This design comes from an exercise in tuning for small area on the open sky130 flow, not from production work. Function was checked by simulation only, so behaviour that the tests miss may differ from the original.

## job 626
==> flow/design.v (excerpt) <==
module TopLevel(Clk, Rst, v0, v1, imem_addr, imem_data, dmem_addr, dmem_wdata, dmem_we, dmem_re, dmem_rdata, sad_re, sad_addr, sad_rdata);
input Clk, Rst;
output  [31:0] v0;
output  [31:0] v1;
output [9:0]   imem_addr;
input  [31:0]  imem_data;
output [14:0]  dmem_addr;
output [31:0]  dmem_wdata;
output         dmem_we;
output         dmem_re;
input  [31:0]  dmem_rdata;
output         sad_re;
output [239:0] sad_addr;
input  [511:0] sad_rdata;
integer k;
reg  [31:0] PC;
reg  [31:0] Instr_D;
reg         fl_D;           
wire [29:0] pcinc;
wire        pcinc_co;
rca #(30) pcadd(.a(PC[31:2]), .b(30'd0), .ci(1'b1), .s(pcinc), .co(pcinc_co));
wire [31:0] PC4_F = {pcinc, PC[1:0]};
assign imem_addr = PC[11:2];
wire [31:0] PC4_D = fl_D ? 32'd0 : PC;
wire [4:0] rs_n = Instr_D[25:21];
wire [4:0] rt_n = Instr_D[20:16];
wire [4:0] rd_n = Instr_D[15:11];
wire [4:0] c_ALUOp; wire [1:0] c_RegDst, c_SEH_Mux, c_BitsIn, c_sadRW;
wire c_RegWrite, c_ALUSrc, c_MemWrite, c_MemRead, c_MemToReg, c_Branch, c_Jal, c_MAS,
     c_HiLoZero, c_HiLoOut, c_WDHi, c_WDLo, c_HiLoWB, c_SeOpt, c_SelMadd, c_HiLoSel,
     c_RSmux, c_sadSel, c_sadMem, c_minRW;
Controller ctl(Instr_D, c_ALUOp, c_RegDst, c_SEH_Mux, c_RegWrite, c_ALUSrc,
  c_MemWrite, c_MemRead, c_MemToReg, c_BitsIn, c_Branch, c_Jal, c_MAS, c_HiLoZero,
  c_HiLoOut, c_WDHi, c_WDLo, c_HiLoWB, c_SeOpt, c_SelMadd, c_HiLoSel, c_RSmux,
  c_sadSel, c_sadMem, c_sadRW, c_minRW);
reg        rw_E, rw_M, rw_1, rw_2, rw_3, rw_W;
reg [4:0]  ds_E, ds_M, ds_1, ds_2, ds_3, ds_W;
wire rtchk = (c_RegDst == 2'b01);
wire stall = (rw_E & ((ds_E == rs_n) | (rtchk & (ds_E == rt_n)))) |
             (rw_M & ((ds_M == rs_n) | (rtchk & (ds_M == rt_n)))) |
  ...
Size in the first run: ~2900 flip-flops, roughly 0.19 mm² of cells after synthesis.
export LEC_CHECK = 0
export CAP_MARGIN = 20
export CORE_MARGIN = 2
export CORE_UTILIZATION = 30
export PLACE_DENSITY = 0.45
export SLEW_MARGIN = 20
create_clock -name core_clock -period 20.0 [get_ports {Clk}]
run.sh (not shown) runs the stock make flow with config.mk's settings and CLKGATE_MAP_FILE= SYNTH_SCRIPT=/design/flow/synth_recipe.tcl, a recipe that flattens the netlist after the stock synthesis.
Job 626: all stages complete, timing, DRC and antenna checks passed
Changes in job 228 relative to job 626:
- CTS_BUF_LIST now sky130_fd_sc_hd__clkbuf_8, previously not set
- CTS_CLUSTER_SIZE now 25, previously not set
- PLACE_DENSITY now 0.7, was 0.45
- CORE_UTILIZATION now 55, was 30
Findings:
- Job 228 | stages: all done | timing, DRC, antenna: all pass
- Re die area: job 228 is 45% down on job 626.
- On detailed-router iteration count before antenna repair, the lower figure sits with job 626, not job 228.
- Delta (job 228 minus job 626): final clock period utilization by the worst path rose 0.47 points, area growth from synthesis to layout decreased 4.1 points.
- Compared with job 626, job 228 shows least setup slack across all paths after layout lower by 0.094 ns.

---

TopLevel, a different RTL version from the one above (not shown whole).
Size in the first run: roughly 21000 cells after synthesis, about 2900 flip-flops, about 940 I/O pins, about 0.18 mm² of cells after synthesis.
Settings: LEC_CHECK=0, ABC_AREA=1, CAP_MARGIN=35, CORE_MARGIN=2, CORE_UTILIZATION=40, PLACE_DENSITY=0.55, SLEW_MARGIN=30; clock period 20.0 ns.
standard.sh (not shown) runs the stock make flow with config.mk's settings and CLKGATE_MAP_FILE= SYNTH_SCRIPT=/design/flow/synth_recipe.tcl, a recipe that flattens the netlist after the stock synthesis.
==> flow/flow/run.sh <==
#!/bin/bash
# The standard layout (the standard.sh: standard synthesis, floorplan,
# placement, CTS, routing, finish) with two layout choices changed:
#  - the port buffers are the smallest buffer cell (buf_1) instead of the
#    resizer's default pick; every port still gets its own buffer;
#  - CTS builds the tree from clkbuf_16 with larger sink clusters and inserts
#    no dummy balancing loads.
# The make output goes to standard_flow.log; ORFS keeps each step's log
# under orfs/logs.
set -euo pipefail
export BUFFER_PORTS_ARGS="-buffer_cell sky130_fd_sc_hd__buf_1"
export CTS_ARGS="-sink_clustering_enable -repair_clock_nets -buf_list sky130_fd_sc_hd__clkbuf_16 -sink_clustering_size 30 -sink_clustering_max_diameter 80 -dont_use_dummy_load"
bash standard.sh finish > standard_flow.log 2>&1
The baseline produced a clean layout.
Rerun with:
--- a/flow/config.mk
+++ b/flow/config.mk
@@ -7,7 +7,7 @@
 export LEC_CHECK = 0
 export ABC_AREA = 1
-export CAP_MARGIN = 35
+export CAP_MARGIN = 20
 export CORE_MARGIN = 2
 export CORE_UTILIZATION = 40
 export PLACE_DENSITY = 0.55
-export SLEW_MARGIN = 30
+export SLEW_MARGIN = 20
Core utilization hardly moves.
Setup slack gains 0.061 ns.
Die area is unchanged.
Rerun with:
==> flow/run.sh (new file) <==
#!/bin/bash
# synth_recipe.tcl (not shown) runs the flow's synth.tcl, then flattens the netlist and writes it again
# the make line also repeats each setting of config.mk as NAME=value (left out here)
make -C /OpenROAD-flow-scripts/flow DESIGN_CONFIG=/design/flow/config.mk WORK_HOME=/design/flow/orfs CLKGATE_MAP_FILE= SYNTH_SCRIPT=/design/flow/synth_recipe.tcl finish
--- a/flow/config.mk
+++ b/flow/config.mk
@@ -6,8 +6,7 @@
 export NUM_CORES = 4
 export LEC_CHECK = 0
-export ABC_AREA = 1
 export CAP_MARGIN = 20
 export CORE_MARGIN = 2
-export CORE_UTILIZATION = 40
-export PLACE_DENSITY = 0.55
+export CORE_UTILIZATION = 30
+export PLACE_DENSITY = 0.45
 export SLEW_MARGIN = 20
removed: flow/flow/run.sh
removed: flow/standard.sh
Setup slack got worse by 0.081 ns; hold slack got worse by 0.0053 ns; core utilization fell by 7.8 points; design area rose by 10%; non-clock buffer count rose by 127.

## re-timing with driven ports
The flow's constraints put no driver on any port. The routed layouts listed below were extracted and timed again, unchanged, in two steps.
Step 1: set_driving_cell puts a clkbuf_16 on Clk and a buf_2 on each other input, an assumption about the parent block.
Step 2 moves the port delays by t, midway between the first and last clock arrival at a register: inputs arrive t later, outputs are due t later. That takes back most of the time a late clock gives input paths.
Three values: ideal ports, drivers, drivers and shift; two values: the first two.
run | t, ns | slack for setup (ns) | worst data-port slew with drivers (ns)
job 626 | 1.123 | 0.636 / 0.636 / 0.636 | 0.18
job 228 | 1.196 | 0.542 / 0.542 / 0.542 | 0.23
the first run of note 2 | 1.035 | 2.438 / 2.438 / 2.438 | 0.26
the second run of note 2 | 1.056 | 2.499 / 2.499 / 2.499 | 0.27
the third run of note 2 | 1.124 | 2.419 / 2.419 / 2.419 | 0.47
After both steps every run listed still meets setup and hold.
